Background: an optimization exercise with open tools, aiming at small area. Do not read the settings as production practice. Function was checked by simulation only, so behaviour that the tests miss may differ from the original. Power is estimated from default activity; no workload was simulated. The flow treats the clock pin as an ideal source, which a real chip does not have.

[run.sh]
#!/bin/bash
# synth_recipe.tcl (not shown) runs the flow's synth.tcl, then flattens the netlist and writes it again
# the make line also repeats each setting of config.mk as NAME=value (left out here)
make -C /OpenROAD-flow-scripts/flow DESIGN_CONFIG=/design/flow/config.mk WORK_HOME=/design/flow/orfs CLKGATE_MAP_FILE= SYNTH_SCRIPT=/design/flow/synth_recipe.tcl finish
[config.mk]
export PLATFORM = sky130hd
export DESIGN_NAME = reg_file
export DESIGN_NICKNAME = reg_file
export VERILOG_FILES = /design/flow/design.v
export SDC_FILE = /design/flow/constraint.sdc
export NUM_CORES = 4
export LEC_CHECK = 0
export CAP_MARGIN = 20
export CORE_MARGIN = 2
export CORE_UTILIZATION = 40
export SLEW_MARGIN = 20
[constraint.sdc]
create_clock -name core_clock -period 5.0 [get_ports {clk}]
set_input_delay 1.0000 -clock core_clock [delete_from_list [all_inputs] [get_ports {clk}]]
set_output_delay 1.0000 -clock core_clock [all_outputs]
set_load 0.01 [all_outputs]
[design.v]
module reg_file (
rst_n,
clk, 
debug_in,
debug_out,
ram_addr,
ram_we,
ram_datain,
ram_enable,
ram_dataout
);
input rst_n;
input clk; 
input   [255:0]   debug_in;
output  [255:0]   debug_out;
input [15:0]    ram_addr;
input           ram_we;
input [31:0]     ram_datain;
input           ram_enable;
output  [31:0]   ram_dataout;
reg [255:0] debug_out;
reg [31:0] ram_dataout;
reg [31:0] ram_dataout_sel;
reg   [255:0]   debug_in_reg1;
reg   [255:0]   debug_in_reg2;
wire wr_sel0 = ram_we && ram_enable && (ram_addr == (16'h8+16'h0));
wire wr_sel1 = ram_we && ram_enable && (ram_addr == (16'h8+16'h1));
wire wr_sel2 = ram_we && ram_enable && (ram_addr == (16'h8+16'h2));
wire wr_sel3 = ram_we && ram_enable && (ram_addr == (16'h8+16'h3));
wire wr_sel4 = ram_we && ram_enable && (ram_addr == (16'h8+16'h4));
wire wr_sel5 = ram_we && ram_enable && (ram_addr == (16'h8+16'h5));
wire wr_sel6 = ram_we && ram_enable && (ram_addr == (16'h8+16'h6));
wire wr_sel7 = ram_we && ram_enable && (ram_addr == (16'h8+16'h7));
always @ (posedge clk)
begin
  if (!rst_n)
    debug_out[32*0+31:32*0] <= 0;
  else if(wr_sel0)
    debug_out[32*0+31:32*0] <= ram_datain;
end
always @ (posedge clk)
begin
  if (!rst_n)
    debug_out[32*1+31:32*1] <= 0;
  else if(wr_sel1)
    debug_out[32*1+31:32*1] <= ram_datain;
end
always @ (posedge clk)
begin
  if (!rst_n)
    debug_out[32*2+31:32*2] <= 0;
  else if(wr_sel2)
    debug_out[32*2+31:32*2] <= ram_datain;
end
always @ (posedge clk)
begin
  if (!rst_n)
    debug_out[32*3+31:32*3] <= 0;
  else if(wr_sel3)
    debug_out[32*3+31:32*3] <= ram_datain;
end
always @ (posedge clk)
begin
  if (!rst_n)
    debug_out[32*4+31:32*4] <= 0;
  else if(wr_sel4)
    debug_out[32*4+31:32*4] <= ram_datain;
end
always @ (posedge clk)
begin
  if (!rst_n)
    debug_out[32*5+31:32*5] <= 0;
  else if(wr_sel5)
    debug_out[32*5+31:32*5] <= ram_datain;
end
always @ (posedge clk)
begin
  if (!rst_n)
    debug_out[32*6+31:32*6] <= 0;
  else if(wr_sel6)
    debug_out[32*6+31:32*6] <= ram_datain;
end
always @ (posedge clk)
begin
  if (!rst_n)
    debug_out[32*7+31:32*7] <= 32'h7;
  else if(wr_sel7)
    debug_out[32*7+31:32*7] <= ram_datain;
end
always @ (posedge clk)
begin
  if (!rst_n)
    debug_in_reg1 <= 0;
  else
    debug_in_reg1 <= debug_in;
end
always @ (posedge clk)
begin
  if (!rst_n)
    debug_in_reg2 <= 0;
  else 
    debug_in_reg2 <= debug_in_reg1;
end
always @ (*)
begin
  case (ram_addr)
    16'h0: ram_dataout_sel = debug_in_reg2[32*0+31:32*0];
    16'h1: ram_dataout_sel = debug_in_reg2[32*1+31:32*1];
    16'h2: ram_dataout_sel = debug_in_reg2[32*2+31:32*2];
    16'h3: ram_dataout_sel = debug_in_reg2[32*3+31:32*3];
    16'h4: ram_dataout_sel = debug_in_reg2[32*4+31:32*4];
    16'h5: ram_dataout_sel = debug_in_reg2[32*5+31:32*5];
    16'h6: ram_dataout_sel = debug_in_reg2[32*6+31:32*6];
    16'h7: ram_dataout_sel = debug_in_reg2[32*7+31:32*7];
    16'd8: ram_dataout_sel = debug_out[32*0+31:32*0];
    16'd9: ram_dataout_sel = debug_out[32*1+31:32*1];
    16'd10: ram_dataout_sel = debug_out[32*2+31:32*2];
    16'd11: ram_dataout_sel = debug_out[32*3+31:32*3];
    16'd12: ram_dataout_sel = debug_out[32*4+31:32*4];
    16'd13: ram_dataout_sel = debug_out[32*5+31:32*5];
    16'd14: ram_dataout_sel = debug_out[32*6+31:32*6];
    16'd15: ram_dataout_sel = debug_out[32*7+31:32*7];
	default: ram_dataout_sel = 32'h0;
	endcase	
end
always @ (posedge clk)
begin
  if (!rst_n)
    ram_dataout <= 0;
  else if(ram_enable)
    ram_dataout <= ram_dataout_sel;
end
endmodule
==> results of run 1 <==
[worst reg2reg max path: stages, from the launching register on]
cell	delay (ns)
dfxtp_1	0.34
mux2_2	0.28
a22oi_1	0.28
a21oi_1	0.21
or4_1	0.56
a2bb2oi_1	0.15
[through the flow]
stage / cells / util
final: 4408 / 0.538
after global routing: 4408 / 0.538
after CTS: 4404 / 0.538
after detailed placement: 4247 / 0.494
after global placement: 4247 / 0.494
after floorplan: 2885 / -
[flip-flops by register name (all words and copies together) (netlist names)]
signal / flops
debug_out: 256
ram_dataout: 32
debug_in_reg1: 256
debug_in_reg2: 256
[kinds of logic (layout without fill, tap and decap cells)]
family,Yosys count,count (layout),share of synthesized area
buffers and inverters,247,816,0.0432
other,0,4,0
flip-flops,800,800,0.560
AND/OR/NAND/NOR,1248,1248,0.232
AO/OA/AOI/OAI,527,527,0.141
multiplexers,63,63,0.0237
[power by group]
group | switching (W) | internal [W]
Sequential | 0.0000624 | 0.00657
Clock | 0.00271 | 0.00418
Combinational | 0.000321 | 0.000369
[cells in the mapped netlist, types with 13 or more instances]
cell | count | share of area
nand2_1 | 584 | 0.077
buf_2 | 55 | 0.0096
a22o_1 | 36 | 0.011
a31oi_1 | 25 | 0.0055
a21boi_0 | 168 | 0.044
o21ai_0 | 13 | 0.0023
and3_1 | 27 | 0.0059
a32oi_1 | 13 | 0.0040
a222oi_1 | 41 | 0.014
and2_1 | 522 | 0.11
a21oi_1 | 37 | 0.0065
a22oi_1 | 61 | 0.016
a21boi_1 | 86 | 0.023
buf_4 | 34 | 0.0089
dfxtp_1 | 800 | 0.56
clkbuf_1 | 137 | 0.018
mux2i_1 | 26 | 0.0091
mux2_2 | 37 | 0.015
[layout make-up]
class / instances / share of cell area
Multi-Input combinational cell: 1838 / 0.298
Clock inverter: 39 / 0.0168
Inverter: 2 / 0.000196
Antenna cell: 4 / 0.000261
Tap cell: 950 / 0.0310
Sequential cell: 800 / 0.418
Timing Repair Buffer: 657 / 0.171
Clock buffer: 118 / 0.0649
[layer usage]
metal / global-route usage / share of wire / vias up
met5: 0 / 0 / -
met4: 0.106 / 0.035 / 0
met3: 0.0725 / 0.093 / 159
met2: 0.421 / 0.43 / 1066
met1: 0.401 / 0.44 / 11200
li1: - / - / 10700
[how the worst min path moves through the flow]
stage / to / start / cells past startpoint / slack [ns]
5_1_grt: debug_in_reg2[188] / debug_in_reg1[188] / 1 / 0.42
3_3_place_gp: debug_in_reg2[188] / debug_in_reg1[188] / 1 / 0.42
3_5_place_dp: debug_in_reg2[200] / debug_in_reg1[200] / 1 / 0.42
4_1_cts: debug_in_reg2[188] / debug_in_reg1[188] / 1 / 0.43
2_1_floorplan: debug_in_reg2[0] / debug_in_reg1[0] / 1 / 0.41
6_report: debug_in_reg2[188] / debug_in_reg1[188] / 1 / 0.42
==> results.txt, run 1 <==
- Status: finished clean
- Row cnt: 98
- CP max FO: 21
- Post-synthesis sequential area ratio: 0.560
- Die area: 73600 sq um
- Clk sinks: 800
- Cells after Synth: 2885
- Worst-path clk slew: 0.06 ns
- Antenna violations before repair: 6
- Grt total ovfl: 0
- R2R cell count: 5
- Effective utilization at floorplan: 0.402
- Mean number of vias per cell: 5.25
- Crit-path cells: clkdlybuf4s50_1, or4_2, buf_4, nor4_4, and2_1, buf_4, nand2_1, a21boi_0
- Vias in the first global route: 22200
- Die Wd: 271 um
- Post-synth EDFFs: 0
- Fin. max-slew vios: 0
- Setup repair bufs after CTS: 0
- MaxCap Viol Count: 0
- Fin. Hold Viols: 0
- Final worst-path cycle share: 0.745
- Synth-to-Final Area Change: 33.9%
- Clock root cell: clkbuf_16
- Crit path from: ram_addr[8]
- Leakage: 13.9 nW
- Req. time, crit path: 5.54 ns
- Worst R2R Start: debug_out[213]
- DRT Pass-1 Iters: 9
- CP Depth: 8
- #FFs+latches synth: 800
- Htree depth: 3
- Initial DRC count: 2266
- Crit path time final: 3.72 ns
- Final count of negative-setup-slack endpoints: 0
- Setup crit end: debug_out[121]
- Hpwl dp: 82800 um
- Avg Synthesized Cell Area: 9.91 sq um
- Most frequent cells in the layout: dfxtp_1, clkdlybuf4s50_1, nand2_1, and2_1, a21boi_0
- Worst R2R Setup Slack: 3.05 ns
- DR vias: 23100
- VDD IR max: 229 uV
- Number of fill cells in the layout: 6315
- Share of layout cells above drive strength 1: 0.0816
- Detailed Route WL: 109000 um
- Worst-Skew Late Latency: 0.65 ns
- Most common cell after layout, fill and taps aside: dfxtp_1
- Pre-CTS worst setup slack: 0.698 ns
- Hold Buf Count CTS: 0
- DIE HEIGHT: 271 um
- Area occupied by multi-input gates: 11400 sq um
- First-pass GRT wire length: 155000 um
- DR DRC count: 0
- Final setup TNS: 0 ns
- Setup crit start kind: input pin
- Aggregate global-route resource usage: 0.286
- Worst path bufs/invs: 3
- CTS tree: built
- Worst Setup Slack, final: 1.28 ns
- RSZ-0062 raised after global routing: no
- CP most frequent cell: buf_4
- Synth async-reset ratio: 0
- IO buf count: 595
- Tot Pwr: 0.0142 W
- Critical path type: input pin to flop
- Slowest CP cell: or4_2
- Core area: 71100 sq um
- Least-Margin Pin Slew: 1.06 ns
- Unique masters post-synth: 64
- Layout Cell Area excl Fill: 38300 sq um
- Routability Congestion: 0.980
- Worst Hold Slack: 0.424 ns
- Post-CTS sizing: 0
- Crit path arrival time: 4.27 ns
- CP delay by family, top: simple AND/OR/NAND/NOR gates
- Nets@finish: 3693
- Post-synthesis cell area: 28600 sq um
- CTS Buf Count: 86
- Worst Hold Class: flop to flop
- Largest net degree at the start of global routing: 263
- Fmax: 269 MHz
- Post-place instance area: 35200 sq um
- PD cells: 371 nW/um^2
- Top Ports: 596
- Crit path capture type: flop
- Syn nets: 3193
- Worst path max stage delay: 0.90 ns
- Routed Antenna Nets: 0
- Register area: 16000 sq um
- Clock skew: 0.0248 ns
- Ys flop type: dfxtp_1
- R2R Path End: ram_dataout[21]
- Maximum clock insertion buffer count: 3
- DR WL/cell: 24.7 um
- Yosys warns: 1
- Slew Limit Headroom: 0.292
==> run 2, diff against run 1 <==
==> design.v (replaced) <==
module reg_file (
rst_n,
clk,
debug_in,
debug_out,
ram_addr,
ram_we,
ram_datain,
ram_enable,
ram_dataout
);
input rst_n;
input clk;
input   [255:0]   debug_in;
output  [255:0]   debug_out;
input [15:0]    ram_addr;
input           ram_we;
input [31:0]     ram_datain;
input           ram_enable;
output  [31:0]   ram_dataout;
reg [255:0] debug_out;
reg [31:0] ram_dataout;
reg   [255:0]   debug_in_reg1;
reg   [255:0]   debug_in_reg2;
reg clr1;
reg clr2;
wire hi_zero = ~|ram_addr[15:4];
wire [31:0] wdata0 = ram_datain & {32{rst_n}};
wire [31:0] wdata7 = {ram_datain[31:3] & {29{rst_n}}, ram_datain[2:0] | {3{~rst_n}}};
wire wr_any = ram_we & ram_enable & hi_zero & ram_addr[3];
genvar gi;
generate
  for (gi = 0; gi < 8; gi = gi + 1) begin : g_word
    wire wr_en = ~rst_n | (wr_any & (ram_addr[2:0] == gi));
    always @ (posedge clk)
      if (wr_en)
        debug_out[32*gi +: 32] <= (gi == 7) ? wdata7 : wdata0;
  end
endgenerate
always @ (posedge clk)
begin
  clr1 <= ~rst_n;
  clr2 <= ~rst_n | clr1;
  debug_in_reg1 <= debug_in;
  debug_in_reg2 <= debug_in_reg1;
end
wire rd_ok = rst_n & hi_zero;
wire [15:0] rsel;
generate
  for (gi = 0; gi < 16; gi = gi + 1) begin : g_rsel
    if (gi < 8) begin : g_lo
      assign rsel[gi] = rd_ok & ~clr2 & (ram_addr[3:0] == gi);
    end else begin : g_hi
      assign rsel[gi] = rd_ok & (ram_addr[3:0] == gi);
    end
  end
endgenerate
reg [31:0] rdata;
integer k;
always @ (*)
begin
  rdata = 32'h0;
  for (k = 0; k < 8; k = k + 1)
    rdata = rdata | ({32{rsel[k]}} & debug_in_reg2[32*k +: 32])
                  | ({32{rsel[k+8]}} & debug_out[32*k +: 32]);
end
wire rd_en = ram_enable | ~rst_n;
always @ (posedge clk)
  if (rd_en)
    ram_dataout <= rdata;
endmodule
==> flow/run.sh (new file) <==
#!/bin/bash
set -euo pipefail
bash standard.sh \
  "BUFFER_PORTS_ARGS=-buffer_cell sky130_fd_sc_hd__buf_1" \
  "CTS_ARGS=-sink_clustering_enable -repair_clock_nets -dont_use_dummy_load" \
  finish > flow_make.log 2>&1
==> standard.sh (new file) <==
#!/bin/bash
# synth_recipe.tcl (not shown) runs the flow's synth.tcl, then flattens the netlist and writes it again
# the make line also repeats each setting of config.mk as NAME=value (left out here)
make -C /OpenROAD-flow-scripts/flow DESIGN_CONFIG=/design/flow/config.mk WORK_HOME=/design/flow/orfs CLKGATE_MAP_FILE= SYNTH_SCRIPT=/design/flow/synth_recipe.tcl "${@:-finish}"
removed: run.sh
==> run 2 against run 1 <==
Against the previous run: still clean on timing, DRC and antenna; sequential share of layout area increased by 24 points; via count decreased by 46%; setup slack improved by 0.37 ns; non-clock buffer count decreased by 39; routed wire length decreased by 40%; power decreased by 7.1%; count of clock-buffer cells in the layout decreased by 39; first-iteration DRC count decreased by 63%; global-route usage decreased by 7.4 points; critical endpoint is now debug_out[154]; highest routed layer is now met5.
==> results.txt, run 2 <==
- Status: finished clean
- VDD IR max: 284 uV (+24%)
- CTS Buf Count: 79 (-8.1%)
- Post-synth EDFFs: 288 (+288)
- Clk pwr share: 0.375 (-0.110)
- Crit path arrival time: 3.63 ns (-0.64 ns)
- Fmax: 298 MHz (+11%)
- Largest net degree at the start of global routing: 52 (-80%)
- Synth Area in XOR/XNOR: 0 (unchanged)
- Post-synthesis sequential area ratio: 0.811 (+0.251)
- IO buf count: 595 (unchanged)
- Crit path time final: 3.36 ns (-0.367 ns)
- Row cnt: 88 (-10%)
- Worst Hold Class: flop to flop
- Yosys warns: 1 (unchanged)
- Setup repair bufs after CTS: 0 (unchanged)
- Hpwl dp: 45900 um (-45%)
- Synth-to-Final Area Change: 22.6%
- Htree depth: 3 (unchanged)
- Placed insts: 2470 (-42%)
- RSZ-0062 raised after global routing: no
- Share of layout cells above drive strength 1: 0.136 (+0.0540)
- Antenna violations before repair: 4 (-2)
- Slew Limit Headroom: 0.271 (-0.0210)
- Fin. Hold Viols: 0 (unchanged)
- Initial DRC count: 837 (-63%)
- Post-CTS sizing: 0 (unchanged)
- Ranking of synthesized cells by area: dfxtp_1, edfxtp_1, mux4_2
- Mean number of vias per cell: 4.94 (-5.9%)
- Synth Area in Compound Gates: 0.0103 (-0.130)
- Routability Congestion: 0.834 (-15%)
- MaxCap Viol Count: 0 (unchanged)
- Aggregate global-route resource usage: 0.212 (-0.0735)
- Worst-Skew Late Latency: 0.61 ns (-0.04 ns)
- Layout Cells excl Fill: 2549 (-42%)
- Clock root cell: clkbuf_16
- Detailed Route WL: 64900 um (-40%)
- Most frequent cells in the layout: buf_1, dfxtp_1, edfxtp_1, mux4_2, clkbuf_16
- Final count of negative-setup-slack endpoints: 0 (unchanged)
- Core area: 57700 sq um (-19%)
- Sw frac: 0.218 (+0.000816)
- Regs by FF count: debug_in_reg1: 256 flops, debug_in_reg2: 256 flops, debug_out: 256 flops
- Inserted Diodes: 0 (-4)
- Avg Synthesized Cell Area: 20.6 sq um (+110%)
- Min-delay src: debug_in_reg1[16]
- Critical path type: input pin to flop
- PD cells: 461 nW/um^2 (+24%)
- Final setup TNS: 0 ns (unchanged)
- Synth Area in Simple Gates: 0.0145 (-0.218)
- Crit path from: ram_addr[11]
- DR DRC count: 0 (unchanged)
- Post-synthesis cell area: 23300 sq um (-18%)
- Largest family of logic cells by synthesized area: multiplexers
- DIE HEIGHT: 246 um (-9.5%)
- Yosys top cell by area: dfxtp_1
- Clk sinks: 802 (+0.25%)
- Effective utilization at floorplan: 0.405 (+0.00254)
- CP max FO: 17 (-19%)
- Mux cell area share after synthesis: 0.152 (+0.128)
- Crit path capture type: flop
- Seq pwr share: 0.559 (+0.092)
- DR WL/cell: 25.5 um (+3.2%)
- Setup crit start kind: input pin
- DR vias: 12600 (-46%)
- Clock skew: 0.0587 ns (+0.0340 ns)
- First-pass GRT wire length: 90700 um (-42%)
- Worst R2R Start: debug_out[49]
- #FFs+latches synth: 802 (+0.25%)
- Grt total ovfl: 0 (unchanged)
- Post-synth top area share: 0.441 (-0.119)
- Synth async-reset ratio: 0 (unchanged)
- Hold Buf Count CTS: 0 (unchanged)
- Worst-path clk slew: 0.05 ns (about the same)
- Final worst-path cycle share: 0.671 (-0.0735)
- Most common cell after layout, fill and taps aside: buf_1
- Fin. max-slew vios: 0 (unchanged)
- Top Ports: 596 (unchanged)
- Nets@finish: 2094 (-43%)
- Req. time, crit path: 5.27 ns (-0.27 ns)
- Vias in the first global route: 13300 (-40%)
- Combinational power share: 0.067 (+0.018)
- Pre-CTS worst setup slack: 1.02 ns (+0.321 ns)
- Count leader, synth: dfxtp_1
- CTS tree: built
- Routed Antenna Nets: 0 (unchanged)
- Unique masters post-synth: 27 (-58%)
- Worst Setup Slack, final: 1.64 ns (+0.367 ns)
- DRT Pass-1 Iters: 5 (-4)
- Syn nets: 1443 (-55%)
- Ys flop type: dfxtp_1
- Synth Area in Adders: 0 (unchanged)
- Leakage: 10.4 nW (-25%)
- Die area: 60300 sq um (-18%)
- Die Wd: 246 um (-9.5%)
- Least-Margin Pin Slew: 1.09 ns (+0.0276 ns)
- Internal power: 0.0103 W (-7.1%)
- P_sw: 0.00288 W (-6.7%)
- Maximum clock insertion buffer count: 3 (unchanged)
- Top cells by count, synth: dfxtp_1, edfxtp_1, mux4_2, mux2i_1
- Cells after Synth: 1135 (-61%)
-- run 2: worst paths after layout --
kind / slack [ns] / endpoint / depth (start not counted)
worst max register to register: 3.17 / ram_dataout[17] / 3
worst min register to register: 0.29 / debug_in_reg2[16] / 0
worst max-delay path: 1.64 / debug_out[154] / 7
worst min-delay path: 0.29 / debug_in_reg2[16] / 0
-- run 2: cell type report --
cell class / count / area, sq um
well taps: 765 / 957
clock buffers: 79 / 1980
multi-input cells: 284 / 4220
fillers: 4944 / 29100
flip-flops and latches: 802 / 18900
inverters: 1 / 3.75
repair buffers: 618 / 2520
-- run 2: logic make-up (layout without fill, tap and decap cells) --
| logic type | Yosys count | count (layout) |
|---|---|---|
| buf+inv | 49 | 698 |
| flops | 802 | 802 |
| simple gates | 52 | 52 |
| compound gates | 40 | 40 |
| mux | 192 | 192 |
-- run 2: metal layers --
layer / GRT usage / wire length, um / up-vias / part of all wire
met5: 0 / 32 / - / 0.00049
met4: 0.0638 / 1670 / 4 / 0.026
met3: 0.0657 / 6030 / 99 / 0.093
met1: 0.257 / 24700 / 6332 / 0.38
li1: - / - / 5509 / -
met2: 0.362 / 32500 / 644 / 0.50
-- run 2: through the flow --
step	hold slack, ns	utilization	power [W]	area, sq um
finish	0.292	0.496	0.0132	28600
global route	0.307	0.496	0.0137	28600
CTS	0.299	0.496	0.0133	28600
detailed placement	0.312	0.462	0.00841	26600
global placement	0.311	0.462	0.00839	26600
floorplan	0.310	-	0.00789	23300
-- run 2: power groups by stage --
stage | registers, W | logic (W) | clock network (W)
2_1_floorplan | 0.00752 | 0.000375 | 0
3_3_place_gp | 0.00751 | 0.000886 | 0
3_5_place_dp | 0.00751 | 0.000895 | 0
4_1_cts | 0.00738 | 0.000900 | 0.00505
5_1_grt | 0.00741 | 0.000940 | 0.00530
6_report | 0.00738 | 0.000878 | 0.00495
-- run 2: critical path, stage by stage --
cell and delay, ns:
buf_1 0.14, or4_4 0.58, nor4_1 0.54, buf_4 0.24, nand2_1 0.22, o21ai_4 0.65, buf_12 0.26
==> run 3, diff against run 2 <==
==> run.sh (new file) <==
#!/bin/bash
# synth_recipe.tcl (not shown) runs the flow's synth.tcl, then flattens the netlist and writes it again
# the make line also repeats each setting of config.mk as NAME=value (left out here)
make -C /OpenROAD-flow-scripts/flow DESIGN_CONFIG=/design/flow/config.mk WORK_HOME=/design/flow/orfs CLKGATE_MAP_FILE= SYNTH_SCRIPT=/design/flow/synth_recipe.tcl finish
removed: flow/run.sh
removed: standard.sh
==> run 3 against run 2 <==
Against the previous run: sequential power about the same; sequential cell count unchanged; first-iteration DRC count increased by 6.7%; critical path type unchanged; critical endpoint is now debug_out[178]; hold slack improved by 0.023 ns; register-to-register slack improved by 0.16 ns; largest cell class unchanged; clock skew decreased by 0.037 ns; sequential share of layout area decreased by 8.9 points; global-route usage increased by 0.24 points.
==> results.txt, run 3 <==
- DR WL/cell: 25.1 um (-1.5%)
- Critical path type: input pin to flop
- DR DRC count: 0 (unchanged)
- Register area: 18900 sq um (unchanged)
- Worst-path clk slew: 0.07 ns (+0.02 ns)
- Yosys warns: 1 (unchanged)
- Unique masters post-synth: 27 (unchanged)
- Layout Cells excl Fill: 2614 (+2.6%)
- Yosys top cell by area: dfxtp_1
- Fin. max-slew vios: 0 (unchanged)
- Ys flop type: dfxtp_1
- MaxCap Viol Count: 0 (unchanged)
- Ranking of synthesized cells by area: dfxtp_1, edfxtp_1, mux4_2
- Met3 usage: 0.0766 (+0.0109)
- Syn nets: 1443 (unchanged)
- Antenna violations before repair: 6 (+2)
- Number of fill cells in the layout: 4468 (-9.6%)
- PD cells: 444 nW/um^2 (-3.7%)
- Synth-to-Final Area Change: 41.8%
- Slowest CP cell: or4_4
- Seq pwr share: 0.500 (-0.059)
- Die area: 60300 sq um (unchanged)
- GR Layer Usage met2: 0.382 (+0.0195)
- VDD IR max: 315 uV (+11%)
- Nets@finish: 2090 (-0.19%)
- Count leader, synth: dfxtp_1
- Top cells by count, synth: dfxtp_1, edfxtp_1, mux4_2, mux2i_1
- Met1 Track Usage GR: 0.242 (-0.0145)
- Maximum clock insertion buffer count: 3 (unchanged)
- P_sw: 0.00318 W (+10%)
- Least-Margin Pin Slew: 1.00 ns (-0.0863 ns)
- Mean number of vias per cell: 4.79 (-3.1%)
- Cells after Synth: 1135 (unchanged)
- Core area: 57700 sq um (unchanged)
- Clock root cell: clkbuf_16
- Crit path from: ram_addr[11]
- CP max FO: 32 (+15)
- Final setup TNS: 0 ns (unchanged)
- Crit-path cells: clkdlybuf4s50_1, or4_4, nor4_1, buf_4, nand2_1, o21ai_4, buf_12
- Worst Hold Class: flop to flop
- Routed Antenna Nets: 0 (unchanged)
- Worst R2R Start: debug_out[162]
- Top Ports: 596 (unchanged)
- #FFs+latches synth: 802 (unchanged)
- Grt total ovfl: 0 (unchanged)
- First-pass GRT wire length: 91700 um (+1.1%)
- Post-CTS sizing: 0 (unchanged)
- Hold Buf Count CTS: 0 (unchanged)
- Aggregate global-route resource usage: 0.214 (+0.00243)
- Slew Limit Headroom: 0.329 (+0.0577)
- Sw frac: 0.216 (-0.00221)
- Post-synth EDFFs: 288 (unchanged)
- CTS Buf Count: 79 (unchanged)
- Synth async-reset ratio: 0 (unchanged)
- Combinational power share: 0.086 (+0.019)
- DIE HEIGHT: 246 um (unchanged)
- Setup repair bufs after CTS: 0 (unchanged)
- Htree depth: 3 (unchanged)
- Worst-Skew Late Latency: 0.63 ns (+0.02 ns)
- Row cnt: 88 (unchanged)
- Worst path max stage delay: 0.58 ns (-0.07 ns)
- Fmax: 323 MHz (+8.2%)
- Share of layout cells above drive strength 1: 0.159 (+0.0230)
- Clk sinks: 802 (unchanged)
- Clk pwr share: 0.414 (+0.039)
- Avg Synthesized Cell Area: 20.6 sq um (unchanged)
- GR peak layer: met2
- Die Wd: 246 um (unchanged)
- RSZ-0062 raised after global routing: no
- Regs by FF count: debug_in_reg1: 256 flops, debug_in_reg2: 256 flops, debug_out: 256 flops
- Req. time, crit path: 5.29 ns (+0.02 ns)
- Final count of negative-setup-slack endpoints: 0 (unchanged)
- Detailed Route WL: 65600 um (+1.1%)
- Post-synthesis cell area: 23300 sq um (unchanged)
- Fin. Hold Viols: 0 (unchanged)
- Crit path arrival time: 3.39 ns (-0.24 ns)
- Post-synthesis sequential area ratio: 0.811 (unchanged)
- Internal power: 0.0115 W (+12%)
- Vias in the first global route: 13400 (+0.59%)
- Area occupied by multi-input gates: 4220 sq um (unchanged)
- Min-delay src: debug_in_reg1[16]
- CP delay by family, top: simple AND/OR/NAND/NOR gates
- DR vias: 12500 (-0.63%)
- CTS tree: built
- Final worst-path cycle share: 0.620 (-0.0511)
- Hpwl dp: 46400 um (+1.0%)
- Effective utilization at floorplan: 0.405 (unchanged)
- Crit path capture type: flop
- Status: finished clean
- IO buf count: 595 (unchanged)
- Clock skew: 0.0218 ns (-0.0369 ns)
- Most frequent cells in the layout: clkdlybuf4s50_1, dfxtp_1, edfxtp_1, mux4_2, clkbuf_16
- Leakage: 12.4 nW (+19%)
- Worst path bufs/invs: 3 (unchanged)
- Setup crit start kind: input pin
- Post-synth top area share: 0.441 (unchanged)
- Routability Congestion: 0.801 (-4.0%)
- DRT Pass-1 Iters: 5 (unchanged)
- Most common cell after layout, fill and taps aside: clkdlybuf4s50_1
- Initial DRC count: 893 (+6.7%)
- Largest net degree at the start of global routing: 68 (+31%)
- Crit path time final: 3.10 ns (-0.255 ns)
- Placed insts: 2466 (-0.16%)
[run 3: cell counts after synthesis]
Identical to the previous run, type by type.
[run 3: metal layers]
layer,share of wire,wire length [um]
met1,0.37,24200
met4,0.024,1560
met5,0.00094,62
met2,0.52,33900
met3,0.089,5820
[run 3: cells by family after synthesis]
logic type             after synthesis  share of synthesized area
AO/OA/AOI/OAI                       40                     0.0103
AND/OR/NAND/NOR                     52                     0.0145
buffers and inverters               49                     0.0118
flip-flops                         802                      0.811
multiplexers                       192                      0.152
[run 3: through the flow]
| stage | setup WS (ns) | instance area, sq um | hold WS [ns] | total power [W] | util |
|---|---|---|---|---|---|
| after floorplan | 0.171 | 23300 | 0.310 | 0.00789 | - |
| after global placement | 1.31 | 30300 | 0.310 | 0.00876 | 0.526 |
| after detailed placement | 1.23 | 30300 | 0.312 | 0.00877 | 0.526 |
| after CTS | 1.89 | 33100 | 0.314 | 0.0149 | 0.573 |
| after global routing | 1.87 | 33100 | 0.327 | 0.0152 | 0.573 |
| final | 1.90 | 33100 | 0.315 | 0.0147 | 0.573 |
[run 3: power by group through the flow]
stage	combinational (W)	sequential [W]	clock (W)
6_report	0.00126	0.00735	0.00609
5_1_grt	0.00133	0.00738	0.00649
4_1_cts	0.00129	0.00735	0.00622
3_5_place_dp	0.00128	0.00749	0
3_3_place_gp	0.00128	0.00748	0
2_1_floorplan	0.000375	0.00752	0
[run 3: final timing paths]
check	endpoint	slack, ns	cells after the start
worst min register to register	debug_in_reg2[16]	0.32	0
worst min-delay path	debug_in_reg2[16]	0.32	0
worst max register to register	ram_dataout[2]	3.33	3
worst max-delay path	debug_out[178]	1.90	7
[run 3: worst register-to-register path, cell delays in order, from the launching register on]
cell	delay, ns
edfxtp_1	0.44
mux4_2	0.51
mux2i_1	0.26
o22ai_1	0.14
[run 3: cell type report]
cell class / count / area share
inverter: 1 / 0.000113
sequential: 802 / 0.572
multi-input combinational: 284 / 0.127
clock buffer: 112 / 0.0707
timing repair buffer: 614 / 0.188
clock inverter: 34 / 0.0121
antenna: 2 / 0.000151
tap: 765 / 0.0289
==> run 4, diff against run 3 <==
==> flow/run.sh (new file) <==
#!/bin/bash
# The standard layout (standard.sh) with these changes:
#  - synthesis: the standard script, but abc uses an area-oriented ABC script
#    (flow/abc_area.script); registers are mapped exactly as in the standard run
#  - port buffers use the smallest buffer cell (buf_1)
#  - CTS clusters up to 30 sinks per leaf buffer and inserts no dummy loads
set -euo pipefail
here=$(pwd)
export MY_ABC_SCRIPT=$here/flow/abc_area.script
bash standard.sh \
  "SYNTH_SCRIPT=$here/flow/synth.tcl" \
  "BUFFER_PORTS_ARGS=-buffer_cell sky130_fd_sc_hd__buf_1" \
  "CTS_ARGS=-sink_clustering_enable -repair_clock_nets -dont_use_dummy_load -sink_clustering_size 30 -sink_clustering_max_diameter 200" \
  finish > flow_make.log 2>&1
==> flow/abc_area.script (new file) <==
strash
&get -n
&st
&dch -f
&nf -p -R 1000
&put
==> flow/synth.tcl (new file) <==
# synth_recipe.tcl (the standard synthesis) with one change: abc maps the
# logic with the ABC script in $::env(MY_ABC_SCRIPT). Registers are mapped
# by dfflibmap before abc, exactly as in the standard synthesis.
proc synth {args} { yosys synth -nofsm -noshare {*}$args }
proc abc {args} {
  set i [lsearch -exact $args -script]
  if { $i >= 0 } {
    set args [lreplace $args [expr {$i+1}] [expr {$i+1}] $::env(MY_ABC_SCRIPT)]
  }
  yosys abc {*}$args
}
source $::env(SCRIPTS_DIR)/synth.tcl
# left out here: clear keep_hierarchy, flatten, clean up, hide names made inside functions, write 1_2_yosys.v
==> standard.sh (new file) <==
#!/bin/bash
# synth_recipe.tcl (not shown) runs the flow's synth.tcl, then flattens the netlist and writes it again
# the make line also repeats each setting of config.mk as NAME=value (left out here)
make -C /OpenROAD-flow-scripts/flow DESIGN_CONFIG=/design/flow/config.mk WORK_HOME=/design/flow/orfs CLKGATE_MAP_FILE= SYNTH_SCRIPT=/design/flow/synth_recipe.tcl "${@:-finish}"
--- a/config.mk
+++ b/config.mk
@@ -8,4 +8,4 @@
 export CAP_MARGIN = 20
 export CORE_MARGIN = 2
-export CORE_UTILIZATION = 40
+export CORE_UTILIZATION = 80
 export SLEW_MARGIN = 20
removed: run.sh
==> run 4 against run 3 <==
Against the previous run: the run now fails in global routing; synthesized cell count increased by 5.8%; synthesized area decreased by 6.7%.
==> results.txt, run 4 <==
- Status: aborted with a tool error
- Stopping stage: global routing
- Error: [ERROR GRT-0232] Routing congestion too high. Check the congestion heatmap in the GUI.
- Synth async-reset ratio: 0 (unchanged)
- Hpwl dp: 53400 um (+15%)
- Top Ports: 596 (unchanged)
- Top cells by count, synth: dfxtp_1, edfxtp_1, a22oi_1, a221oi_1
- Grt total ovfl: 54
- Effective utilization at floorplan: 0.811 (+0.406)
- Post-synth top area share: 0.472 (+0.0314)
- Ranking of synthesized cells by area: dfxtp_1, edfxtp_1, a22oi_1
- Syn nets: 1509 (+4.6%)
- Antenna violations before repair: 33
- Post-CTS sizing: 0 (unchanged)
- #FFs+latches synth: 802 (unchanged)
- Pre-CTS worst setup slack: 0.720 ns (-0.514 ns)
- Avg Synthesized Cell Area: 18.1 sq um (-12%)
- Count leader, synth: dfxtp_1
- Post-place instance area: 25100 sq um (-17%)
- Htree depth: 1 (-2)
- Routability Congestion: 0.966 (+21%)
- Aggregate global-route resource usage: 0.775
- Unique masters post-synth: 23 (-15%)
- Clk sinks: 802 (unchanged)
- Post-synthesis cell area: 21800 sq um (-6.7%)
- DIE HEIGHT: 169 um (-31%)
- Largest net degree at the start of global routing: 47
- CTS Buf Count: 30 (-62%)
- Maximum clock insertion buffer count: 3 (unchanged)
- Setup repair bufs after CTS: 0 (unchanged)
- Yosys top cell by area: dfxtp_1
- Row cnt: 60 (-32%)
- Clock root cell: clkbuf_16
- Hold Buf Count CTS: 0 (unchanged)
- Yosys warns: 1 (unchanged)
- IO buf count: 595 (unchanged)
- Cells after Synth: 1201 (+5.8%)
- Die Wd: 169 um (-31%)
- Post-synthesis sequential area ratio: 0.869 (+0.0578)
- Post-synth EDFFs: 288 (unchanged)
- Ys flop type: dfxtp_1
[run 4: changes by cell type after synthesis, moves of 33 or more]
| cell | change |
|---|---|
| mux2i_1 | -64 |
| a221oi_1 | +64 |
| mux4_2 | -122 |
| nand4_1 | +34 |
| a22oi_1 | +96 |
| nand3_1 | +33 |
[run 4: routing by layer]
| layer | overflow | global-route usage |
|---|---|---|
| met5 | 0 | 0.207 |
| met4 | 31 | 0.794 |
| met1 | 1 | 0.757 |
| met3 | 1 | 0.645 |
| met2 | 21 | 0.943 |
[run 4: power by group through the flow]
stage / clock [W] / combinational (W) / sequential [W]
after floorplan: 0 / 0.0000632 / 0.00753
after global placement: 0 / 0.000497 / 0.00747
after detailed placement: 0 / 0.000518 / 0.00750
after CTS: 0.00286 / 0.000536 / 0.00739
[run 4: worst min-delay path by stage]
stage	from	endpoint	cells past startpoint
2_1_floorplan	debug_in_reg1[0]	debug_in_reg2[0]	0
3_5_place_dp	debug_in_reg1[80]	debug_in_reg2[80]	0
3_3_place_gp	debug_in_reg1[255]	debug_in_reg2[255]	0
4_1_cts	debug_in_reg1[128]	debug_in_reg2[128]	0
[run 4: stage by stage]
| step | power, W | cells |
|---|---|---|
| 2_1_floorplan | 0.00760 | 1201 |
| 3_3_place_gp | 0.00796 | 2181 |
| 3_5_place_dp | 0.00802 | 2181 |
| 4_1_cts | 0.0108 | 2211 |
[run 4: logic make-up after synthesis]
group / Yosys count / synth area share
AO/OA/AOI/OAI: 232 / 0.0887
AND/OR/NAND/NOR: 166 / 0.0418
buffers and inverters: 1 / 0.000172
flip-flops: 802 / 0.869
==> run 5, diff against run 4 <==
--- a/config.mk
+++ b/config.mk
@@ -8,4 +8,4 @@
 export CAP_MARGIN = 20
 export CORE_MARGIN = 2
-export CORE_UTILIZATION = 80
+export CORE_UTILIZATION = 70
 export SLEW_MARGIN = 20
==> run 5 against run 4 <==
Against the previous run: synthesized cell count unchanged; synthesized area stayed put; the run now finishes clean.
==> results.txt, run 5 <==
- Status: finished clean
- Crit path arrival time: 4.17 ns
- Crit-path cells: buf_1, nor4_1, and3_1, nand2_1, or2_0, nor3_2, buf_4, a222oi_1, nand4_1
- Nets@finish: 2182
- Crit path capture type: flop
- Req. time, crit path: 5.45 ns
- Final worst-path cycle share: 0.743
- Initial DRC count: 2193
- Top Metal Used: met5
- Crit path time final: 3.72 ns
- DR WL met3: 8720 um
- Top cells by count, synth: dfxtp_1, edfxtp_1, a22oi_1, a221oi_1
- Vias in the first global route: 14300
- Synth-to-Final Area Change: 19.0%
- R2R cell count: 5
- DR DRC count: 0
- Post-synth top area share: 0.472 (unchanged)
- CP max FO: 32
- Setup repair bufs after CTS: 0 (unchanged)
- Crit path from: ram_addr[7]
- Die area: 32500 sq um
- Top Ports: 596 (unchanged)
- Worst R2R Setup Slack: 2.69 ns
- Fmax: 269 MHz
- Critical path type: input pin to flop
- Worst-path clk slew: 0.11 ns
- Most frequent cells in the layout: buf_1, dfxtp_1, edfxtp_1, a22oi_1, a221oi_1
- Share of layout cells above drive strength 1: 0.0545
- Grt total ovfl: 0
- Final setup TNS: 0 ns
- Setup crit end: ram_dataout[19]
- Htree depth: 1 (unchanged)
- IO buf count: 595 (unchanged)
- Routed Antenna Nets: 0
- Post-CTS sizing: 0 (unchanged)
- #FFs+latches synth: 802 (unchanged)
- Slew Limit Headroom: 0.363
- Post-synthesis cell area: 21800 sq um (unchanged)
- CTS tree: built
- First-pass GRT wire length: 96000 um
- CP Depth: 9
- Unique masters post-synth: 23 (unchanged)
- Maximum clock insertion buffer count: 3 (unchanged)
- DR vias: 14500
- VDD IR max: 452 uV
- Row cnt: 64 (+6.7%)
- Effective utilization at floorplan: 0.712 (-0.0984)
- Most common cell after layout, fill and taps aside: buf_1
- Antenna violations before repair: 24
- Met1 wire length: 22000 um
- Slowest CP cell: or2_0
- Leakage: 9.31 nW
- Largest net degree at the start of global routing: 47
- Cells after Synth: 1201 (unchanged)
- R2R Path End: ram_dataout[19]
- Clock skew: 0.0171 ns
- Hold Buf Count CTS: 0 (unchanged)
- Clk sinks: 802 (unchanged)
- Least-Margin Pin Slew: 0.953 ns
- Clock root cell: clkbuf_16
- Routability Congestion: 0.900 (-6.8%)
- Post-synth EDFFs: 288 (unchanged)
- CP delay by family, top: simple AND/OR/NAND/NOR gates
- Worst path bufs/invs: 2
- Die Wd: 180 um (+6.7%)
- Avg Synthesized Cell Area: 18.1 sq um (unchanged)
- Post-place instance area: 25100 sq um (+0.28%)
- Core area: 30600 sq um
- Layout Cell Area excl Fill: 25900 sq um
- Setup crit start kind: input pin
- Hpwl dp: 48700 um (-8.9%)
- Fin. Hold Viols: 0
- Detailed Route WL: 68500 um
- Synth async-reset ratio: 0 (unchanged)
- Regs by FF count: debug_in_reg1: 256 flops, debug_in_reg2: 256 flops, debug_out: 256 flops
- Ys flop type: dfxtp_1
- Final count of negative-setup-slack endpoints: 0
- RSZ-0062 raised after global routing: no
- Syn nets: 1509 (unchanged)
- Mean number of vias per cell: 6.33
- Fin. max-slew vios: 0
- Post-synthesis sequential area ratio: 0.869 (unchanged)
- Worst-Skew Late Latency: 0.60 ns
- Yosys warns: 1 (unchanged)
- DRT Pass-1 Iters: 5
- Worst R2R Start: clr2
- Worst path max stage delay: 0.60 ns
- Met2 wire length: 33500 um
- Count leader, synth: dfxtp_1
- DIE HEIGHT: 180 um (+6.7%)
- CTS Buf Count: 30 (unchanged)
- DR WL/cell: 29.9 um
- Yosys top cell by area: dfxtp_1
- MaxCap Viol Count: 0
- Aggregate global-route resource usage: 0.410
- PD cells: 414 nW/um^2
- Worst Hold Class: flop to flop
- Ranking of synthesized cells by area: dfxtp_1, edfxtp_1, a22oi_1
run 5: cell counts after synthesis:
No cell type changed its count.
run 5: worst register-to-register path, stage by stage (launching register included):
cell and delay [ns]:
dfxtp_1 0.33, or2_0 0.57, nor3_2 0.10, buf_4 0.36, a222oi_1 0.50, nand4_1 0.19
run 5: report_power, final:
part	switching, W	internal [W]
registers	0.000187	0.00717
clock network	0.00177	0.00108
logic	0.000373	0.000146
total	0.00233	0.00840
run 5: worst min-delay path by stage:
stage                       start            endpoint  depth (start not counted)
2_1_floorplan    debug_in_reg1[0]    debug_in_reg2[0]                          0
3_3_place_gp   debug_in_reg1[219]  debug_in_reg2[219]                          0
3_5_place_dp   debug_in_reg1[124]  debug_in_reg2[124]                          0
4_1_cts        debug_in_reg1[136]  debug_in_reg2[136]                          0
5_1_grt        debug_in_reg1[136]  debug_in_reg2[136]                          0
6_report       debug_in_reg1[136]  debug_in_reg2[136]                          0
run 5: layer usage:
layer,global-route usage,vias up
met5,0,-
met3,0.117,235
met2,0.675,1207
met4,0.225,8
li1,-,6011
met1,0.493,7023
run 5: layout make-up:
type,instances,area (sq um)
clock buffer,30,751
sequential,802,18900
tap,396,495
fill,1499,4670
timing repair buffer,641,2610
multi-input combinational,398,3080
inverter,1,3.75
antenna,20,50.0
run 5: through the flow:
stage                     setup WS, ns  total power [W]  instances  hold slack (ns)  utilization
after global routing              1.25           0.0110       2286            0.322        0.847
after detailed placement         0.787          0.00801       2238            0.312        0.821
final                             1.28           0.0107       2288            0.325        0.847
after CTS                         1.41           0.0107       2268            0.322        0.846
after floorplan                 0.0845          0.00760       1201            0.310            -
after global placement           0.869          0.00798       2238            0.310        0.821
run 5: logic make-up (layout without fill, tap and decap cells):
| kind of cell | count (synthesis) | after routing | synth area share |
|---|---|---|---|
| AOI/OAI and AO/OA | 232 | 232 | 0.0887 |
| other | 0 | 20 | 0 |
| buffers and inverters | 1 | 672 | 0.000172 |
| DFF | 802 | 802 | 0.869 |
| and+or+nand+nor | 166 | 166 | 0.0418 |
==> run 6, diff against run 5 <==
==> flow/abc_area.script (replaced) <==
strash
&get -n
&st
&nf -p -R 1000
&put
--- a/config.mk
+++ b/config.mk
@@ -8,4 +8,4 @@
 export CAP_MARGIN = 20
 export CORE_MARGIN = 2
-export CORE_UTILIZATION = 70
+export CORE_UTILIZATION = 60
 export SLEW_MARGIN = 20
==> run 6 against run 5 <==
Against the previous run: still clean on timing, DRC and antenna; count of clock-buffer cells in the layout is the same; sequential power about the same; clock skew is 0.0069 ns higher; setup slack got worse by 0.28 ns; via count fell by 6.4%; final area up 0.61%; combinational power is 2% higher; die area increased by 17%; critical path type unchanged; highest routed layer unchanged.
==> results.txt, run 6 <==
- Slowest CP cell: or2_0
- Ys flop type: dfxtp_1
- IO buf count: 595 (unchanged)
- Worst Hold Slack: 0.307 ns (-0.0183 ns)
- Post-synthesis cell area: 21900 sq um (+0.44%)
- Syn nets: 1507 (-0.13%)
- Setup crit start kind: input pin
- Initial DRC count: 1379 (-37%)
- Post-synthesis sequential area ratio: 0.865 (-0.00383)
- Hpwl dp: 47800 um (-1.8%)
- Mean number of vias per cell: 5.78 (-8.6%)
- Final count of negative-setup-slack endpoints: 0 (unchanged)
- Crit path arrival time: 4.35 ns (+0.18 ns)
- Sw frac: 0.217 (about the same)
- Synth-to-Final Area Change: 19.2%
- Req. time, crit path: 5.36 ns (-0.09 ns)
- Grt total ovfl: 0 (unchanged)
- Yosys top cell by area: dfxtp_1
- Synth async-reset ratio: 0 (unchanged)
- Routability Congestion: 0.904 (+0.50%)
- Crit path time final: 3.99 ns (+0.278 ns)
- Clock skew: 0.0241 ns (+0.00692 ns)
- Most frequent cells in the layout: buf_1, dfxtp_1, edfxtp_1, a221o_1, nand2_1
- Die Wd: 195 um (+8.1%)
- CTS tree: built
- Routed Antenna Nets: 0 (unchanged)
- Largest family of logic cells by synthesized area: compound AO/OA/AOI/OAI gates
- Synth Area in Adders: 0 (unchanged)
- Slew Limit Headroom: 0.249 (-0.113)
- DR vias: 13600 (-6.4%)
- Synth Area in XOR/XNOR: 0 (unchanged)
- Synth Area in Simple Gates: 0.0436 (+0.00182)
- DRT Pass-1 Iters: 6 (+1)
- Most common cell after layout, fill and taps aside: buf_1
- Count leader, synth: dfxtp_1
- #FFs+latches synth: 802 (unchanged)
- Crit path capture type: flop
- DR DRC count: 0 (unchanged)
- Post-synth EDFFs: 288 (unchanged)
- Status: finished clean
- CP most frequent cell: a221o_1
- Vias in the first global route: 13300 (-6.9%)
- Post-synth top area share: 0.470 (-0.00208)
- Fin. max-slew vios: 0 (unchanged)
- Combinational power share: 0.049 (about the same)
- Nets@finish: 2183 (+0.046%)
- Maximum clock insertion buffer count: 3 (unchanged)
- Regs by FF count: debug_in_reg1: 256 flops, debug_in_reg2: 256 flops, debug_out: 256 flops
- Pre-CTS worst setup slack: 0.441 ns (-0.346 ns)
- Internal power: 0.00840 W (about the same)
- Aggregate global-route resource usage: 0.334 (-0.0769)
- Worst-path clk slew: 0.11 ns (about the same)
- Top cells by count, synth: dfxtp_1, edfxtp_1, a221o_1, nand2_1, nand4_1
- Clk pwr share: 0.266 (about the same)
- Unique masters post-synth: 14 (-39%)
- Htree depth: 1 (unchanged)
- Fin util: 0.730 (-0.118)
- Worst Setup Slack, final: 1.01 ns (-0.278 ns)
- RSZ-0062 raised after global routing: no
- Top Ports: 596 (unchanged)
- Largest net degree at the start of global routing: 47 (unchanged)
- Critical path type: input pin to flop
- Hold path depth: 0 (unchanged)
- Row cnt: 69 (+7.8%)
- DIE HEIGHT: 195 um (+8.1%)
- PD cells: 411 nW/um^2 (-0.60%)
- DR WL/cell: 28.0 um (-6.6%)
- P_sw: 0.00233 W (about the same)
- Effective utilization at floorplan: 0.612 (-0.100)
- Setup repair bufs after CTS: 0 (unchanged)
- Crit-path cells: buf_1, nor4_1, and3_1, nand2_1, or2_0, nor4_4, buf_4, a222oi_1, nand4_1, a221o_1, a221o_1, a221o_1, a221o_1, a221o_1
- MaxCap Viol Count: 0 (unchanged)
- Final worst-path cycle share: 0.799 (+0.0555)
- Seq pwr share: 0.684 (-0.002)
- Leakage: 9.46 nW (+1.7%)
- Worst Hold Class: flop to flop
- VDD IR max: 417 uV (-7.7%)
- CTS Buf Count: 30 (unchanged)
- Worst path max stage delay: 0.47 ns (-0.13 ns)
- Detailed Route WL: 65500 um (-4.3%)
- Hold Buf Count CTS: 0 (unchanged)
- Least-Margin Pin Slew: 1.12 ns (+0.167 ns)
- Synth Area in Compound Gates: 0.0906 (+0.00184)
- Core area: 35700 sq um (+17%)
- Number of fill cells in the layout: 2430 (+62%)
- CP max FO: 28 (-13%)
- Share of layout cells above drive strength 1: 0.0561 (+0.00157)
- Clk sinks: 802 (unchanged)
- Avg Synthesized Cell Area: 18.3 sq um (+0.61%)
- Fin. Hold Viols: 0 (unchanged)
- Mux cell area share after synthesis: 0 (unchanged)
- Post-CTS sizing: 0 (unchanged)
- R2R cell count: 10 (+5)
- Worst-Skew Late Latency: 0.60 ns (about the same)
- Antenna violations before repair: 11 (-54%)
- Ranking of synthesized cells by area: dfxtp_1, edfxtp_1, a221o_1
- Fmax: 250 MHz (-7.0%)
- Yosys warns: 1 (unchanged)
- First-pass GRT wire length: 90600 um (-5.6%)
- Final setup TNS: 0 ns (unchanged)
- Cells after Synth: 1199 (-0.17%)
- Clock root cell: clkbuf_16
- Die area: 38000 sq um (+17%)
[run 6: changes by cell type in the layout (fill, tap and decap cells not counted), moves of 5 or more]
cell      previous run  this run
a22o_1              32         0
o31ai_4              3         8
a22oi_1             96         0
nand2_1             34       100
a221oi_1            64         0
nor3_2               3        12
diode_2             20         9
nand3_1             34         0
a221o_1              0       160
[run 6: cell families (layout without fill, tap and decap cells)]
kind of cell / count (synthesis) / in the layout
AND/OR/NAND/NOR: 195 / 195
flip-flops: 802 / 802
buffers and inverters: 2 / 676
AO/OA/AOI/OAI: 200 / 200
other: 0 / 9
[run 6: critical path: cells and delay by family]
| family | cells | cell delay (ns) |
|---|---|---|
| compound gates | 6 | 1.81 |
| simple gates | 6 | 1.10 |
| buf+inv | 2 | 0.42 |
[run 6: per-stage QoR]
step	area (sq um)	instances	power, W
6_report	26100	2343	0.0107
5_1_grt	26100	2343	0.0110
3_5_place_dp	25300	2304	0.00801
3_3_place_gp	25300	2304	0.00800
2_1_floorplan	21900	1199	0.00760
4_1_cts	26100	2334	0.0107
[run 6: metal layers]
layer  vias to the layer above  GRT usage  routed length (um)
met1                      6647      0.410               23600
met5                         -          0                  27
met4                         4      0.111                1930
met2                       803      0.578               33100
met3                       103     0.0853                6840
li1                       5996          -                   -
[run 6: path summary, 6_finish.rpt]
| path | startpoint | to | slack (ns) |
|---|---|---|---|
| setup / recovery | ram_addr[10] | ram_dataout[4] | 1.01 |
| hold / removal | debug_in_reg1[68] | debug_in_reg2[68] | 0.31 |
| setup reg to reg | clr2 | ram_dataout[4] | 1.54 |
| hold reg to reg | debug_in_reg1[68] | debug_in_reg2[68] | 0.31 |
[run 6: layout make-up]
type,count,area [sq um],share of cell area
diodes,9,22.5,0.000864
clock buffers,30,751,0.0288
inverters,2,7.51,0.000288
multi-input cells,395,3170,0.122
flip-flops and latches,802,18900,0.726
well taps,461,577,0.0221
repair buffers,644,2620,0.100
[run 6: power groups by stage]
stage,combinational (W),clock (W),sequential (W)
global placement,0.000525,0,0.00748
finish,0.000528,0.00286,0.00734
floorplan,0.0000651,0,0.00753
global route,0.000555,0.00309,0.00738
CTS,0.000529,0.00288,0.00734
detailed placement,0.000526,0,0.00749
==> run 7, diff against run 6 <==
--- a/design.v
+++ b/design.v
@@ -45,5 +45,5 @@
   debug_in_reg2 <= debug_in_reg1;
 end
-wire rd_ok = rst_n & hi_zero;
+wire rd_ok = rst_n & ram_enable & hi_zero;
 wire [15:0] rsel;
 generate
@@ -56,16 +56,15 @@
   end
 endgenerate
+wire hold = rst_n & ~ram_enable;
 reg [31:0] rdata;
 integer k;
 always @ (*)
 begin
-  rdata = 32'h0;
+  rdata = {32{hold}} & ram_dataout;
   for (k = 0; k < 8; k = k + 1)
     rdata = rdata | ({32{rsel[k]}} & debug_in_reg2[32*k +: 32])
                   | ({32{rsel[k+8]}} & debug_out[32*k +: 32]);
 end
-wire rd_en = ram_enable | ~rst_n;
 always @ (posedge clk)
-  if (rd_en)
-    ram_dataout <= rdata;
+  ram_dataout <= rdata;
 endmodule
==> flow/abc_area.script (replaced) <==
strash
&get -n
&st
&dch -f
&nf -p -R 1000
&put
==> run 7 against run 6 <==
Against the previous run: setup slack improved by 0.43 ns; final area decreased by 1.2%; core utilization decreased by 0.32 points; die area decreased by 1.3%; via count increased by 2.5%; largest power group unchanged; global-route usage increased by 2.0 points; routed wire length increased by 4.4%; sequential share of layout area decreased by 0.39 points; count of clock-buffer cells in the layout unchanged; clock skew about the same; critical path depth decreased by 3; still clean on timing, DRC and antenna; critical endpoint is now ram_dataout[23]; first-iteration DRC count increased by 27%.
==> results.txt, run 7 <==
- Status: finished clean
- Worst Setup Slack, final: 1.43 ns (+0.427 ns)
- Post-synth top area share: 0.506 (+0.0363)
- R2R cell count: 6 (-4)
- Largest net degree at the start of global routing: 46 (-2.1%)
- CP max FO: 32 (+14%)
- CTS Buf Count: 30 (unchanged)
- Setup crit start kind: input pin
- Antenna violations before repair: 28 (+17)
- Hold path endpoint: debug_in_reg2[76]
- Vias in the first global route: 13800 (+3.5%)
- R2R Path End: ram_dataout[21]
- CTS tree: built
- Post-synth EDFFs: 256 (-11%)
- CP delay by family, top: simple AND/OR/NAND/NOR gates
- Ys flop type: dfxtp_1
- DR vias: 13900 (+2.5%)
- Unique masters post-synth: 21 (+7)
- Syn nets: 1511 (+0.27%)
- Hpwl dp: 48000 um (+0.50%)
- Final setup TNS: 0 ns (unchanged)
- Grt total ovfl: 0 (unchanged)
- Worst Hold Slack: 0.306 ns (-0.000565 ns)
- Die Wd: 194 um (-0.68%)
- Worst R2R Setup Slack: 2.75 ns (+1.21 ns)
- Row cnt: 69 (unchanged)
- Synth-to-Final Area Change: 19.4%
- Slowest CP cell: nor4_1
- Regs by FF count: debug_in_reg1: 256 flops, debug_in_reg2: 256 flops, debug_out: 256 flops
- Die area: 37500 sq um (-1.3%)
- Synth async-reset ratio: 0 (unchanged)
- Post-synthesis sequential area ratio: 0.863 (-0.00275)
- Clock skew: 0.0240 ns (-0.0000808 ns)
- Worst Hold Class: flop to flop
- Hold path depth: 0 (unchanged)
- Clock root cell: clkbuf_16
- DR WL/cell: 29.1 um (+4.0%)
- Req. time, crit path: 5.56 ns (+0.20 ns)
- Post-synthesis cell area: 21600 sq um (-1.4%)
- Fmax: 280 MHz (+12%)
- Layout Cells excl Fill: 2352 (+0.38%)
- Slew Limit Headroom: 0.377 (+0.128)
- Cells after Synth: 1203 (+0.33%)
- PD cells: 413 nW/um^2 (+0.29%)
- Htree depth: 1 (unchanged)
- Crit-path cells: buf_1, nor4_1, and3_1, nand3_1, buf_4, or2_0, nor4_2, buf_4, a222oi_1, nand3_1, or2_0
- Least-Margin Pin Slew: 0.935 ns (-0.185 ns)
- Most frequent cells in the layout: buf_1, dfxtp_1, edfxtp_1, a22oi_1, a222oi_1
- Effective utilization at floorplan: 0.608 (-0.00403)
- Top Ports: 596 (unchanged)
- IO buf count: 595 (unchanged)
- Crit path arrival time: 4.13 ns (-0.22 ns)
- MaxCap Viol Count: 0 (unchanged)
- Worst path max stage delay: 0.66 ns (+0.19 ns)
- Min-delay src: debug_in_reg1[76]
- DRT Pass-1 Iters: 8 (+2)
- Critical path type: input pin to flop
- RSZ-0062 raised after global routing: no
- DR DRC count: 0 (unchanged)
- Share of layout cells above drive strength 1: 0.0514 (-0.00467)
- Worst R2R Start: clr2
- Worst-path clk slew: 0.11 ns (about the same)
- Hold Buf Count CTS: 0 (unchanged)
- Tot Pwr: 0.0106 W (-0.88%)
- Placed insts: 2299 (-0.22%)
- First-pass GRT wire length: 95500 um (+5.3%)
- Core area: 35500 sq um (-0.72%)
- Fin. Hold Viols: 0 (unchanged)
- Maximum clock insertion buffer count: 3 (unchanged)
- Nets@finish: 2178 (-0.23%)
- Worst-Skew Late Latency: 0.62 ns (+0.02 ns)
- Pre-CTS worst setup slack: 0.924 ns (+0.484 ns)
- Final worst-path cycle share: 0.713 (-0.0854)
- Setup repair bufs after CTS: 0 (unchanged)
- Yosys warns: 1 (unchanged)
- Aggregate global-route resource usage: 0.353 (+0.0195)
- Routability Congestion: 0.904 (about the same)
- Most common cell after layout, fill and taps aside: buf_1
- Routed Antenna Nets: 0 (unchanged)
- Crit path capture type: flop
- Initial DRC count: 1749 (+27%)
- Leakage: 9.18 nW (-3.0%)
- DIE HEIGHT: 194 um (-0.68%)
- Mean number of vias per cell: 5.91 (+2.1%)
- Count leader, synth: dfxtp_1
- #FFs+latches synth: 802 (unchanged)
- Post-CTS sizing: 0 (unchanged)
- Detailed Route WL: 68400 um (+4.4%)
- Top cells by count, synth: dfxtp_1, edfxtp_1, a22oi_1, a222oi_1, nand3_1
- Ranking of synthesized cells by area: dfxtp_1, edfxtp_1, a222oi_1
- Yosys top cell by area: dfxtp_1
- Avg Synthesized Cell Area: 17.9 sq um (-1.7%)
- Fin. max-slew vios: 0 (unchanged)
- Crit path time final: 3.57 ns (-0.427 ns)
- Clk sinks: 802 (unchanged)
- VDD IR max: 473 uV (+13%)
- Worst path bufs/invs: 3 (+1)
- Final count of negative-setup-slack endpoints: 0 (unchanged)
## run 7: cell count changes in the layout (fill, tap and decap cells not counted), sizes merged, moves of 7 or more
| cell | previous run | this run |
|---|---|---|
| nor2 | 0 | 7 |
| or2 | 2 | 33 |
| a222oi | 32 | 96 |
| a221o | 160 | 0 |
| edfxtp | 288 | 256 |
| diode | 9 | 23 |
| nand3 | 0 | 35 |
| buf | 643 | 634 |
| nor3 | 12 | 3 |
| dfxtp | 514 | 546 |
| a22oi | 0 | 128 |
| nand2 | 100 | 2 |
## run 7: through the flow
step,area (sq um),utilization
floorplan,21600,-
finish,25800,0.726
detailed placement,25000,0.704
global placement,25000,0.704
global route,25800,0.726
CTS,25700,0.725
## run 7: final cells by class
cell class / count / area [sq um]
Multi-Input combinational cell: 400 / 3170
Tap cell: 461 / 577
Inverter: 1 / 3.75
Clock buffer: 30 / 751
Fill cell: 2447 / 9710
Antenna cell: 23 / 57.6
Sequential cell: 802 / 18600
Timing Repair Buffer: 635 / 2600
## run 7: cells by family (layout without fill, tap and decap cells)
group / count (synthesis) / in the layout / synth area share
flops: 802 / 802 / 0.863
buf+inv: 1 / 666 / 0.000174
simple gates: 168 / 168 / 0.0459
other cells: 0 / 23 / 0
compound gates: 232 / 232 / 0.0913
## run 7: worst max-delay path by stage
stage	start	to	slack, ns	depth (start not counted)
after floorplan	ram_addr[5]	ram_dataout[0]	0.03	8
after global placement	ram_addr[9]	ram_dataout[23]	1.0	11
after detailed placement	ram_addr[9]	ram_dataout[23]	0.92	11
after CTS	ram_addr[9]	ram_dataout[23]	1.54	11
after global routing	ram_addr[9]	ram_dataout[21]	1.37	11
final	ram_addr[9]	ram_dataout[23]	1.43	11
## run 7: layer usage
metal	part of all wire	global-route usage	wire [um]
met5	0.0013	0	89
met4	0.034	0.133	2310
met3	0.11	0.0880	7370
met2	0.50	0.594	34000
met1	0.36	0.446	24600
## run 7: report_power, final
part           internal [W]  total, W  switching [W]  leakage [nW]
Combinational      0.000142  0.000492       0.000351          1.74
Clock               0.00108   0.00285        0.00178         0.370
Sequential          0.00712   0.00729       0.000165          7.06
Total               0.00834    0.0106        0.00229          9.18
## run 7: worst reg2reg max path, delay by kind of cell (launching register included)
| kind | cells | cell delay (ns) |
|---|---|---|
| flops | 1 | 0.33 |
| buf+inv | 1 | 0.35 |
| compound gates | 1 | 0.48 |
| simple gates | 4 | 0.98 |
==> run 8, diff against run 7 <==
==> flow/run.sh (replaced) <==
#!/bin/bash
# The standard layout (standard.sh) with these changes:
#  - synthesis: the standard script, but abc uses an area-oriented ABC script
#    (flow/abc_area.script); registers are mapped exactly as in the standard run
#  - port buffers use the smallest buffer cell (buf_1)
#  - CTS clusters up to 20 sinks within 60 um per clkbuf_8 leaf buffer and inserts no dummy loads
set -euo pipefail
here=$(pwd)
export MY_ABC_SCRIPT=$here/flow/abc_area.script
bash standard.sh \
  "SYNTH_SCRIPT=$here/flow/synth.tcl" \
  "BUFFER_PORTS_ARGS=-buffer_cell sky130_fd_sc_hd__buf_1" \
  "CTS_ARGS=-sink_clustering_enable -repair_clock_nets -dont_use_dummy_load -sink_clustering_size 20 -sink_clustering_max_diameter 60 -buf_list sky130_fd_sc_hd__clkbuf_8" \
  finish > flow_make.log 2>&1
==> run 8 against run 7 <==
Against the previous run: register-to-register slack about the same; hold slack worse by 0.0021 ns; final area down 0.41%; clock power down 7.0%; critical endpoint unchanged.
==> results.txt, run 8 <==
- Status: finished clean
- Final count of negative-setup-slack endpoints: 0 (unchanged)
- Ys flop type: dfxtp_1
- Synth-to-Final Area Change: 18.9%
- Fin. max-slew vios: 0 (unchanged)
- Sw frac: 0.222 (+0.00618)
- Post-CTS sizing: 0 (unchanged)
- Die area: 37500 sq um (unchanged)
- Vias in the first global route: 13900 (+0.69%)
- Setup repair bufs after CTS: 0 (unchanged)
- MaxCap Viol Count: 0 (unchanged)
- Combinational power share: 0.047 (about the same)
- Final setup TNS: 0 ns (unchanged)
- Least-Margin Pin Slew: 0.924 ns (-0.0102 ns)
- Clock root cell: clkbuf_8
- DR vias: 13900 (+0.32%)
- Final worst-path cycle share: 0.700 (-0.0131)
- Mean number of vias per cell: 5.89 (-0.35%)
- Worst Setup Slack, final: 1.50 ns (+0.0655 ns)
- Leakage: 9.15 nW (-0.35%)
- Avg Synthesized Cell Area: 17.9 sq um (unchanged)
- P_sw: 0.00231 W (+0.87%)
- DR WL/cell: 29.0 um (-0.24%)
- RSZ-0062 raised after global routing: no
- PD cells: 406 nW/um^2 (-1.5%)
- Initial DRC count: 1653 (-5.5%)
- Fmax: 286 MHz (+1.9%)
- Core area: 35500 sq um (unchanged)
- Worst-Skew Late Latency: 0.65 ns (+0.03 ns)
- Crit path time final: 3.50 ns (-0.0655 ns)
- Area occupied by multi-input gates: 3170 sq um (unchanged)
- Cells after Synth: 1203 (unchanged)
- First-pass GRT wire length: 95500 um (about the same)
- Post-synth top area share: 0.506 (unchanged)
- Routability Congestion: 0.904 (unchanged)
- Effective utilization at floorplan: 0.608 (unchanged)
- Detailed Route WL: 68700 um (+0.44%)
- Post-synthesis sequential area ratio: 0.863 (unchanged)
- Layout Cell Area excl Fill: 25700 sq um (-0.41%)
- Htree depth: 2 (+1)
- DR DRC count: 0 (unchanged)
- Yosys top cell by area: dfxtp_1
- Setup crit start kind: input pin
- Antenna violations before repair: 24 (-14%)
- Most frequent cells in the layout: buf_1, dfxtp_1, edfxtp_1, a22oi_1, a222oi_1
- Hpwl dp: 48000 um (unchanged)
- Unique masters post-synth: 21 (unchanged)
- Top Ports: 596 (unchanged)
- Syn nets: 1511 (unchanged)
- Slew Limit Headroom: 0.384 (+0.00680)
- Row cnt: 69 (unchanged)
- Yosys warns: 1 (unchanged)
- Maximum clock insertion buffer count: 3 (unchanged)
- Fin util: 0.723 (-0.00300)
- Req. time, crit path: 5.61 ns (+0.05 ns)
- Worst-path clk slew: 0.11 ns (about the same)
- Most common cell after layout, fill and taps aside: buf_1
- Register area: 18600 sq um (unchanged)
- Placed insts: 2299 (unchanged)
- Ranking of synthesized cells by area: dfxtp_1, edfxtp_1, a222oi_1
- Synth async-reset ratio: 0 (unchanged)
- Fin. Hold Viols: 0 (unchanged)
- Critical path type: input pin to flop
- #FFs+latches synth: 802 (unchanged)
- Share of layout cells above drive strength 1: 0.0599 (+0.00856)
- Top cells by count, synth: dfxtp_1, edfxtp_1, a22oi_1, a222oi_1, nand3_1
- Post-place instance area: 25000 sq um (unchanged)
- Count leader, synth: dfxtp_1
- Clock skew: 0.0275 ns (+0.00351 ns)
- Aggregate global-route resource usage: 0.356 (+0.00260)
- Post-synthesis cell area: 21600 sq um (unchanged)
- CTS tree: built
- VDD IR max: 351 uV (-26%)
- Grt total ovfl: 0 (unchanged)
- CP max FO: 32 (unchanged)
- Largest net degree at the start of global routing: 46 (unchanged)
- Crit path arrival time: 4.11 ns (-0.02 ns)
- Number of fill cells in the layout: 2483 (+1.5%)
- Post-synth EDFFs: 256 (unchanged)
- Internal power: 0.00812 W (-2.7%)
- Crit path capture type: flop
- Regs by FF count: debug_in_reg1: 256 flops, debug_in_reg2: 256 flops, debug_out: 256 flops
- Routed Antenna Nets: 0 (unchanged)
- Hold Buf Count CTS: 0 (unchanged)
- Layout Cells excl Fill: 2368 (+0.68%)
- Seq pwr share: 0.699 (+0.014)
- Clk sinks: 802 (unchanged)
- Pre-CTS worst setup slack: 0.924 ns (unchanged)
- IO buf count: 595 (unchanged)
- DRT Pass-1 Iters: 7 (-1)
- Worst Hold Class: flop to flop
- Die Wd: 194 um (unchanged)
- Nets@finish: 2195 (+0.78%)
- CTS Buf Count: 47 (+57%)
- DIE HEIGHT: 194 um (unchanged)
- Clk pwr share: 0.254 (-0.014)
==> run 8: cell types whose count changed in the layout (fill, tap and decap cells not counted), sizes merged <==
cell,before,now
diode,23,22
clkbuf,31,48
==> run 8: cells by family after synthesis <==
logic type             share of synthesized area
flip-flops                                 0.863
AO/OA/AOI/OAI                             0.0913
AND/OR/NAND/NOR                           0.0459
buffers and inverters                   0.000174
==> run 8: worst paths after layout <==
kind | startpoint | to | depth (start not counted) | slack [ns]
max reg2reg | clr2 | ram_dataout[28] | 6 | 2.75
min | debug_in_reg1[76] | debug_in_reg2[76] | 0 | 0.30
min reg2reg | debug_in_reg1[76] | debug_in_reg2[76] | 0 | 0.30
max | ram_addr[9] | ram_dataout[23] | 11 | 1.50
==> run 8: per-stage QoR <==
stage | power (W) | hold WS (ns)
after floorplan | 0.00753 | 0.310
after global placement | 0.00791 | 0.310
after detailed placement | 0.00792 | 0.312
after CTS | 0.0104 | 0.303
after global routing | 0.0107 | 0.314
final | 0.0104 | 0.304
==> run 8: final cells by class <==
class | count | share of cell area
Sequential cell | 802 | 0.725
Multi-Input combinational cell | 400 | 0.124
Timing Repair Buffer | 635 | 0.101
Clock buffer | 47 | 0.0252
Tap cell | 461 | 0.0225
Antenna cell | 22 | 0.00214
Inverter | 1 | 0.000146
==> run 8: power by group through the flow <==
stage | clock network (W) | logic [W] | registers (W)
4_1_cts | 0.00266 | 0.000492 | 0.00728
2_1_floorplan | 0 | 0.0000615 | 0.00747
3_5_place_dp | 0 | 0.000489 | 0.00743
3_3_place_gp | 0 | 0.000487 | 0.00742
6_report | 0.00265 | 0.000492 | 0.00729
5_1_grt | 0.00289 | 0.000516 | 0.00732
==> run 8: critical path, cell delays in order <==
cell and delay, ns:
buf_1 0.13, nor4_1 0.62, and3_1 0.32, nand3_1 0.09
buf_4 0.21, or2_0 0.46, nor4_2 0.23, buf_4 0.54
a222oi_1 0.22, nand3_1 0.14, or2_0 0.12
==> run 8: per-layer routing <==
metal / GRT usage / vias up / wire length [um] / share of wire
li1: - / 6065 / - / -
met1: 0.445 / 6792 / 25100 / 0.37
met2: 0.589 / 917 / 33500 / 0.49
met3: 0.0948 / 158 / 7300 / 0.11
met4: 0.151 / 8 / 2670 / 0.039
met5: 0 / - / 55 / 0.00080
